Source: an optimization exercise on an open RTL-to-GDS flow (aim: small area, a short achievable clock period and few clock cycles per item). Production flows keep margins and buffers that such runs may drop.
In this exercise RTL edits were held to simulation tests only and were not proved equivalent to the original.

==> inputs of job 5846 <==
## winograd_tile
module winograd_tile (
    input  logic         clk,
    input  logic         rst_n,
    input  logic         in_valid,
    input  logic [255:0] tile,     
    input  logic [143:0] kernel,   
    output logic         in_ready,
    output logic         out_valid,
    output logic [63:0]  y         
);
    logic [0:3][0:3][15:0] d_arr;
    logic [0:2][0:2][15:0] g_arr;
    logic [0:1][0:1][15:0] y_c, y_r;
    genvar i, j;
    generate
        for (i = 0; i < 4; i++) begin : g_d_r
            for (j = 0; j < 4; j++) begin : g_d_c
                assign d_arr[i][j] = tile[(4*i+j)*16 +: 16];
            end
        end
        for (i = 0; i < 3; i++) begin : g_g_r
            for (j = 0; j < 3; j++) begin : g_g_c
                assign g_arr[i][j] = kernel[(3*i+j)*16 +: 16];
            end
        end
        for (i = 0; i < 2; i++) begin : g_y_r
            for (j = 0; j < 2; j++) begin : g_y_c
                assign y[(2*i+j)*16 +: 16] = y_r[i][j];
            end
        end
    endgenerate
    logic [0:3][0:3][15:0] D_c, D_r;
    logic [0:1][0:2][15:0] w_c;
    logic [0:3][0:2][15:0] W_r;
    generate
        for (j = 0; j < 4; j++) begin : g_dt
            assign D_c[0][j] = d_arr[0][j] - d_arr[2][j];
            assign D_c[1][j] = d_arr[1][j] + d_arr[2][j];
            assign D_c[2][j] = d_arr[2][j] - d_arr[1][j];
            assign D_c[3][j] = d_arr[1][j] - d_arr[3][j];
  ...
Settings: LEC_CHECK=0, ABC_AREA=1, CAP_MARGIN=25, CORE_MARGIN=2, CORE_UTILIZATION=50, SLEW_MARGIN=20; clock period 10.0 ns.
standard.sh (not shown) runs the stock make flow with config.mk's settings and CLKGATE_MAP_FILE= SYNTH_SCRIPT=/design/flow/synth_recipe.tcl, a recipe that flattens the netlist after the stock synthesis.
==> flow/flow/run.sh <==
#!/bin/bash
set -e
cd "$(dirname "$0")/.."
export SETUP_SLACK_MARGIN=6.3
export BUFFER_PORTS_ARGS="-buffer_cell sky130_fd_sc_hd__buf_2"
bash standard.sh > standard.log 2>&1
==> job 5459: changes against job 5846 <==
==> flow/flow/run.sh (replaced) <==
#!/bin/bash
set -e
cd "$(dirname "$0")/.."
export SETUP_SLACK_MARGIN=6.25
export BUFFER_PORTS_ARGS="-buffer_cell sky130_fd_sc_hd__buf_2"
bash standard.sh > standard.log 2>&1
--- a/flow/config.mk
+++ b/flow/config.mk
@@ -8,5 +8,5 @@
 export ABC_AREA = 1
 export CAP_MARGIN = 25
 export CORE_MARGIN = 2
-export CORE_UTILIZATION = 50
+export CORE_UTILIZATION = 65
 export SLEW_MARGIN = 20
==> qor summary <==
Result of the run: job 5846 timing/DRC/antenna clean; job 5459 timing/DRC/antenna clean
Startpoint of the worst-slack reg-to-reg timing path: job 5846 W_r[81]; job 5459 F_r[73]
Die W: job 5846 591 um; job 5459 519 um
Portion of the layout cell area used by clock cells: job 5846 0.0390; job 5459 0.0382
Buf/Inv on CP: job 5846 2; job 5459 3
Pin count of the biggest net entering global routing: job 5846 31; job 5459 46
Met3 track utilization from global routing: job 5846 0.103; job 5459 0.189
Number of buffers added for setup after CTS: job 5846 147; job 5459 79
Number of cells traversed by the worst register-to-register path: job 5846 10; job 5459 9
Highest cell delay on the worst timing path: job 5846 0.80 ns; job 5459 0.61 ns
Terminating pin of the worst hold path: job 5846 F_r[69]; job 5459 F_r[77]
Testbench counts of job 5846, summed over its fixed seeds: cycles 8,040, items 8,000.
Testbench counts of job 5459, summed over its fixed seeds: cycles 8,040, items 8,000.

==> trial 88 <==
winograd_tile again, from the RTL that the note above started with.
## winograd_tile
module winograd_tile (
    input  logic         clk,
    input  logic         rst_n,
    input  logic         in_valid,
    input  logic [255:0] tile,     
    input  logic [143:0] kernel,   
    output logic         in_ready,
    output logic         out_valid,
    output logic [63:0]  y         
);
    logic [0:3][0:3][15:0] d_arr;
    logic [0:2][0:2][15:0] g_arr;
    logic [0:1][0:1][15:0] y_c, y_r;
    genvar i, j;
    generate
        for (i = 0; i < 4; i++) begin : g_d_r
            for (j = 0; j < 4; j++) begin : g_d_c
                assign d_arr[i][j] = tile[(4*i+j)*16 +: 16];
            end
        end
        for (i = 0; i < 3; i++) begin : g_g_r
            for (j = 0; j < 3; j++) begin : g_g_c
                assign g_arr[i][j] = kernel[(3*i+j)*16 +: 16];
            end
        end
        for (i = 0; i < 2; i++) begin : g_y_r
            for (j = 0; j < 2; j++) begin : g_y_c
                assign y[(2*i+j)*16 +: 16] = y_r[i][j];
            end
        end
    endgenerate
    logic [0:3][0:3][15:0] D_c, D_r;
    logic [0:1][0:2][15:0] w_c;
    logic [0:3][0:2][15:0] W_r;
    generate
        for (j = 0; j < 4; j++) begin : g_dt
            assign D_c[0][j] = d_arr[0][j] - d_arr[2][j];
            assign D_c[1][j] = d_arr[1][j] + d_arr[2][j];
            assign D_c[2][j] = d_arr[2][j] - d_arr[1][j];
            assign D_c[3][j] = d_arr[1][j] - d_arr[3][j];
        end
        for (j = 0; j < 3; j++) begin : g_w
            wire signed [17:0] sp = $signed(g_arr[0][j]) + $signed(g_arr[1][j]) + $signed(g_arr[2][j]);
            wire signed [17:0] sm = $signed(g_arr[0][j]) - $signed(g_arr[1][j]) + $signed(g_arr[2][j]);
            assign w_c[0][j] = sp[16:1];
            assign w_c[1][j] = sm[16:1];
        end
    endgenerate
    always_ff @(posedge clk) begin
        D_r <= D_c;
        W_r <= {g_arr[0], w_c[0], w_c[1], g_arr[2]};
    end
    logic [0:3][0:3][15:0] I_c, F_c, F_r;
    generate
        for (i = 0; i < 4; i++) begin : g_it
            assign I_c[i][0] = D_r[i][0] - D_r[i][2];
            assign I_c[i][1] = D_r[i][1] + D_r[i][2];
            assign I_c[i][2] = D_r[i][2] - D_r[i][1];
            assign I_c[i][3] = D_r[i][1] - D_r[i][3];
        end
        for (i = 0; i < 4; i++) begin : g_f
  ...
Settings: LEC_CHECK=0, ABC_AREA=1, CAP_MARGIN=25, CORE_MARGIN=2, CORE_UTILIZATION=58, SLEW_MARGIN=20; clock period 10.0 ns.
==> flow/flow/run.sh <==
#!/bin/bash
# The standard layout (standard.sh), with three changes to how it is made
# (constraints and synthesis are unchanged):
#  1. After the standard synthesis, flow/invpush.py removes inverters around
#     the full-adder cells (FA(~a,~b,~c) = ~FA(a,b,c)); registers and ports
#     are untouched, only inverters are added or removed.
#  2. Timing repair is asked to leave more setup slack than the 10 ns clock
#     needs, so that it speeds up the critical paths.
#  3. Every port is still buffered, with a plain buf_2 instead of the delay
#     cell that buffer_ports picks by default.
set -euo pipefail
cd "$(dirname "$0")/.."
export SETUP_SLACK_MARGIN=6.3
export BUFFER_PORTS_ARGS="-buffer_cell sky130_fd_sc_hd__buf_2"
R="$(pwd)/orfs/results/sky130hd/winograd_tile/base"
bash standard.sh synth > synth.log 2>&1
cp "$R/1_2_yosys.v" ./1_2_yosys_standard.v
python3 flow/invpush.py ./1_2_yosys_standard.v "$R/1_2_yosys.v" > invpush.log 2>&1
rm -f "$R/1_synth.odb" "$R/1_synth.sdc"
bash standard.sh > standard.log 2>&1
==> flow/flow/invpush.py <==
#!/usr/bin/env python3
"""Removes inverters around full-adder cells of a flat netlist.

A full adder with all three inputs inverted gives both outputs inverted:
FA(~a,~b,~c) = (~s, ~co).  Where most of an fa cell's inputs come through
inverters, the cell is flipped: it takes the inverters' inputs instead, and
inverters that only served to undo its outputs are dropped; any pin that still
needs the other polarity gets an inverter.  Registers and ports are untouched.
Usage: invpush.py IN.v OUT.v"""
import re, sys

src = open(sys.argv[1]).read()
cell_re = re.compile(r'^  (sky130_fd_sc_hd__\w+) (\S+ ?) \(\n(.*?)\n  \);\n', re.S | re.M)
pin_re = re.compile(r'\.(\w+)\((.*?)\)(?:,|$)', re.M)
first = cell_re.search(src)
header = src[:first.start()]
tail_start = None
cells = {}
order = []
pos = first.start()
for m in cell_re.finditer(src):
    assert m.start() == pos, "unexpected netlist text at %d" % pos
    pos = m.end()
    typ, name, body = m.group(1), m.group(2).strip(), m.group(3)
    pins = {}
    for line in body.split('\n'):
        pm = re.match(r'\s*\.(\w+)\((.*)\),?\s*$', line)
        assert pm, line
        pins[pm.group(1)] = pm.group(2).strip()
    cells[name] = [typ, pins]
    order.append(name)
footer = src[pos:]
assert footer.strip() == 'endmodule', footer[:200]

ports = set()
for m in re.finditer(r'^\s*(input|output)\s+(?:\[(\d+):(\d+)\]\s+)?(\S+);', header, re.M):
    if m.group(2):
        for i in range(int(m.group(3)), int(m.group(2)) + 1):
            ports.add(f"{m.group(4)}[{i}]")
    else:
        ports.add(m.group(4))

OUTPINS = {'X', 'Y', 'Q', 'Q_N', 'SUM', 'COUT', 'HI', 'LO'}
def is_inv(t): return re.match(r'sky130_fd_sc_hd__(clk)?inv_\d+$', t) is not None
def is_fa(t): return re.match(r'sky130_fd_sc_hd__fa_\d+$', t) is not None
def is_const(n): return "'" in n

driver, sinks = {}, {}
def add_sink(n, c, p): sinks.setdefault(n, []).append((c, p))
def del_sink(n, c, p): sinks[n].remove((c, p))
for name in order:
    typ, pins = cells[name]
    for p, n in pins.items():
        if p in OUTPINS: driver[n] = (name, p)
        else: add_sink(n, name, p)

counter = [0]
new_wires = []
def fresh_net():
    counter[0] += 1
    n = f"_ipn{counter[0]}_"
    new_wires.append(n)
    return n
def fresh_cell():
    counter[0] += 1
    return f"_ipc{counter[0]}_"

def inv_driver(n):
    d = driver.get(n)
    if d and is_inv(cells[d[0]][0]): return d[0]
    return None
def inv_sink(n):
    for (c, p) in sinks.get(n, []):
        if c in cells and is_inv(cells[c][0]) and cells[c][1]['Y'] not in ports:
            return c
    return None

def gain(f):
    typ, pins = cells[f]
    g = 0
    ins = [pins['A'], pins['B'], pins['CIN']]
    if any(is_const(n) for n in ins): return -99
    for n in ins:
        i = inv_driver(n)
        if i is not None:
            if len(sinks[n]) == 1 and n not in ports: g += 1
        elif inv_sink(n) is None:
            g -= 1
    for p in ('SUM', 'COUT'):
        n = pins[p]
        other = 0
        for (c, q) in sinks.get(n, []):
            if is_inv(cells[c][0]) and cells[c][1]['Y'] not in ports: g += 1
            else: other += 1
        if other or n in ports: g -= 1
    return g

def new_inv(a, y):
    c = fresh_cell()
    cells[c] = ['sky130_fd_sc_hd__inv_1', {'A': a, 'Y': y}]
    order.append(c)
    add_sink(a, c, 'A')
    driver[y] = (c, 'Y')
    return c

def remove_cell(c):
    typ, pins = cells[c]
    for p, n in pins.items():
        if p in OUTPINS: driver.pop(n, None)
        else: del_sink(n, c, p)
    del cells[c]

def reconnect(c, p, n_new):
    n_old = cells[c][1][p]
    del_sink(n_old, c, p)
    cells[c][1][p] = n_new
    add_sink(n_new, c, p)

def flip(f):
    typ, pins = cells[f]
    for p in ('A', 'B', 'CIN'):
        n = pins[p]
        i = inv_driver(n)
        if i is not None:
            x = cells[i][1]['A']
            reconnect(f, p, x)
            if not sinks[n] and n not in ports:
                remove_cell(i)
        else:
            j = inv_sink(n)
            if j is not None:
                reconnect(f, p, cells[j][1]['Y'])
            else:
                y = fresh_net()
                new_inv(n, y)
                reconnect(f, p, y)
    for p in ('SUM', 'COUT'):
        n = pins[p]
        m = fresh_net()
        driver.pop(n, None)
        pins[p] = m
        driver[m] = (f, p)
        for (c, q) in list(sinks.get(n, [])):
            if c in cells and is_inv(cells[c][0]) and cells[c][1]['Y'] not in ports:
                o = cells[c][1]['Y']
                remove_cell(c)
                for (c2, q2) in list(sinks.get(o, [])):
                    reconnect(c2, q2, m)
        if sinks.get(n) or n in ports:
            new_inv(m, n)

before = sum(1 for c in cells.values() if is_inv(c[0]))
for it in range(20):
    changed = 0
    for f in list(order):
        if f in cells and is_fa(cells[f][0]) and gain(f) > 0:
            flip(f)
            changed += 1
    if not changed: break
after = sum(1 for c in cells.values() if is_inv(c[0]))
print(f"invpush: inverters {before} -> {after}", file=sys.stderr)

def fmt(n): return n + ' ' if n.startswith('\\') else n
out = [header]
for w in new_wires:
    if w in driver or w in sinks:
        out.append(f"  wire {w};\n")
for name in order:
    if name not in cells: continue
    typ, pins = cells[name]
    body = ",\n".join(f"    .{p}({fmt(n)})" for p, n in pins.items())
    out.append(f"  {typ} {fmt(name)} (\n{body}\n  );\n")
out.append(footer)
open(sys.argv[2], 'w').write("".join(out))
==> trial 79: changes against trial 88 <==
--- a/flow/flow/run.sh
+++ b/flow/flow/run.sh
@@ -5,3 +5,6 @@
 #     the full-adder cells (FA(~a,~b,~c) = ~FA(a,b,c)); registers and ports
-#     are untouched, only inverters are added or removed.
+#     are untouched; then a gate followed
+#     by an inverter becomes the complementary gate (xor2 <-> xnor2,
+#     nand2 -> and2, nor2 -> or2), and half adders fed through
+#     inverters become xor2/nor2 or xnor2/nor2b pairs.
 #  2. Timing repair is asked to leave more setup slack than the 10 ns clock
--- a/flow/flow/invpush.py
+++ b/flow/flow/invpush.py
@@ -7,3 +7,6 @@
 inverters that only served to undo its outputs are dropped; any pin that still
-needs the other polarity gets an inverter.  Registers and ports are untouched.
+needs the other polarity gets an inverter.  Registers and ports are untouched.  Then a gate driving only an inverter
+becomes the complementary gate (xor2/xnor2, nand2 -> and2, nor2 -> or2),
+and inverter pairs are removed.  Half adders fed through inverters become
+xor2/nor2 or xnor2/nor2b pairs.
 Usage: invpush.py IN.v OUT.v"""
@@ -159,2 +162,72 @@
     if not changed: break
+# Peepholes: gate + inverter -> complementary gate; inverter pairs.
+SWAP = {
+    'sky130_fd_sc_hd__xor2_1': ('sky130_fd_sc_hd__xnor2_1', 'X', 'Y'),
+    'sky130_fd_sc_hd__xnor2_1': ('sky130_fd_sc_hd__xor2_1', 'Y', 'X'),
+    'sky130_fd_sc_hd__nand2_1': ('sky130_fd_sc_hd__and2_1', 'Y', 'X'),
+    'sky130_fd_sc_hd__nor2_1': ('sky130_fd_sc_hd__or2_1', 'Y', 'X'),
+}
+peep = 0
+for i in list(order):
+    if i not in cells or not is_inv(cells[i][0]): continue
+    n, o = cells[i][1]['A'], cells[i][1]['Y']
+    if n in ports or o in ports: continue
+    d = driver.get(n)
+    if d is None or len(sinks.get(n, [])) != 1: continue
+    dc = d[0]
+    if cells[dc][0] in SWAP:
+        nt, op, np_ = SWAP[cells[dc][0]]
+        remove_cell(i)
+        pins = cells[dc][1]
+        driver.pop(n, None)
+        del pins[op]
+        pins[np_] = o
+        cells[dc][0] = nt
+        driver[o] = (dc, np_)
+        peep += 1
+    elif is_inv(cells[dc][0]) and cells[dc][1]['A'] not in ports:
+        x = cells[dc][1]['A']
+        remove_cell(i)
+        for (c2, q2) in list(sinks.get(o, [])):
+            reconnect(c2, q2, x)
+        if not sinks.get(n): remove_cell(dc)
+        peep += 1
+# Half adders fed through inverters: HA(~a,~b) = (xor2(a,b), nor2(a,b));
+# HA(a,~b) = (xnor2(a,b), nor2b(A=b, B_N=a)).
+def single_inv(n):
+    i = inv_driver(n)
+    if i is None or n in ports or len(sinks.get(n, [])) != 1: return None
+    if cells[i][1]['A'] in ports: return None
+    return i
+def is_ha(t): return t == 'sky130_fd_sc_hd__ha_1'
+def add_cell(typ, pins):
+    c = fresh_cell()
+    cells[c] = [typ, pins]
+    order.append(c)
+    for p, n in pins.items():
+        if p in OUTPINS: driver[n] = (c, p)
+        else: add_sink(n, c, p)
+hap = 0
+for h in list(order):
+    if h not in cells or not is_ha(cells[h][0]): continue
+    pins = cells[h][1]
+    a, b, so, co = pins['A'], pins['B'], pins['SUM'], pins['COUT']
+    if is_const(a) or is_const(b) or a == b: continue
+    ia, ib = single_inv(a), single_inv(b)
+    if ia is None and ib is None: continue
+    remove_cell(h)
+    if ia is not None and ib is not None:
+        xa, xb = cells[ia][1]['A'], cells[ib][1]['A']
+        remove_cell(ia); remove_cell(ib)
+        add_cell('sky130_fd_sc_hd__xor2_1', {'A': xa, 'B': xb, 'X': so})
+        add_cell('sky130_fd_sc_hd__nor2_1', {'A': xa, 'B': xb, 'Y': co})
+    else:
+        if ia is not None:   # make b the inverted one
+            a, b, ia, ib = b, a, None, ia
+        xb = cells[ib][1]['A']
+        remove_cell(ib)
+        add_cell('sky130_fd_sc_hd__xnor2_1', {'A': a, 'B': xb, 'Y': so})
+        add_cell('sky130_fd_sc_hd__nor2b_1', {'A': xb, 'B_N': a, 'Y': co})
+    hap += 1
+print(f"invpush: peepholes {peep}, half adders {hap}", file=sys.stderr)
 after = sum(1 for c in cells.values() if is_inv(c[0]))
==> comparison table <==
	trial 88	trial 79
CP peak stage delay	0.46 ns	0.54 ns
Highest clock rate	270 MHz	273 MHz
Detailed-route via count	133000	133000
Routed WL per cell	28.2 µm	28.4 µm
Die outline area	0.291 mm²	0.289 mm²
Start point of the worst hold path	vp[0]	W_r[95]
Total area of sequential cells	0.0366 mm²	0.0366 mm²
Portion of the layout cell area used by clock cells	0.0395	0.0390
Maximum number of pins on one net before global-route repair	60	45
Fraction of area in non-clock buffers	0.0318	0.0285
Number of instances in the synthesized netlist	18200	18000
Number of detailed-route iterations in the first pass	7	8
Crit-path max FO	8	10
Outcome	timing/DRC/antenna clean	timing/DRC/antenna clean
Sum of routed wire segments on met1	246 mm	239 mm
Initial standard-cell utilization of the core	0.583	0.582
Core footprint	0.285 mm²	0.284 mm²
End of the worst register-to-register path	mc_r[255]	mc_r[233]
Final std cells w/o fill	22600	22400
Via count normalized by instance count	5.87	5.92
Vert. Die Dim	539 µm	538 µm
Testbench counts of trial 88, summed over its fixed seeds: cycles 8,040, items 8,000.
Testbench counts of trial 79, summed over its fixed seeds: cycles 8,040, items 8,000.

==> what the ideal ports hide <==
The flow's constraints put no driver on any port. The routed layouts listed below were extracted and timed again, unchanged, in two steps.
Step 1 (the two cells are an assumption about what drives the block):
set clk [get_ports {clk}]
set_driving_cell -lib_cell sky130_fd_sc_hd__clkbuf_16 $clk
set_driving_cell -lib_cell sky130_fd_sc_hd__buf_2 [delete_from_list [all_inputs] $clk]
Step 2 times the ports against the registers' clock, not the clock port: input delays grow and output delays shrink by t, the midpoint of the rising clock arrivals with the driver on.
Slacks: ideal / step 1 / step 2; pairs: ideal / step 1.
run | t (ns) | setup slack, ns | latest minus earliest clock arrival (ns)
job 5846 | 1.067 | 6.280 / 6.280 / 5.394 | 0.070 / 0.070
job 5459 | 1.051 | 5.997 / 5.997 / 5.410 | 0.070 / 0.070
trial 88 | 1.051 | 6.300 / 6.300 / 5.308 | 0.095 / 0.094
trial 79 | 1.038 | 6.334 / 6.334 / 5.441 | 0.070 / 0.071
After both steps every run listed still meets setup and hold. For trial 88, which loses most, drivers alone change the setup slack by 0.000 ns; drivers and shift together by -0.992 ns.
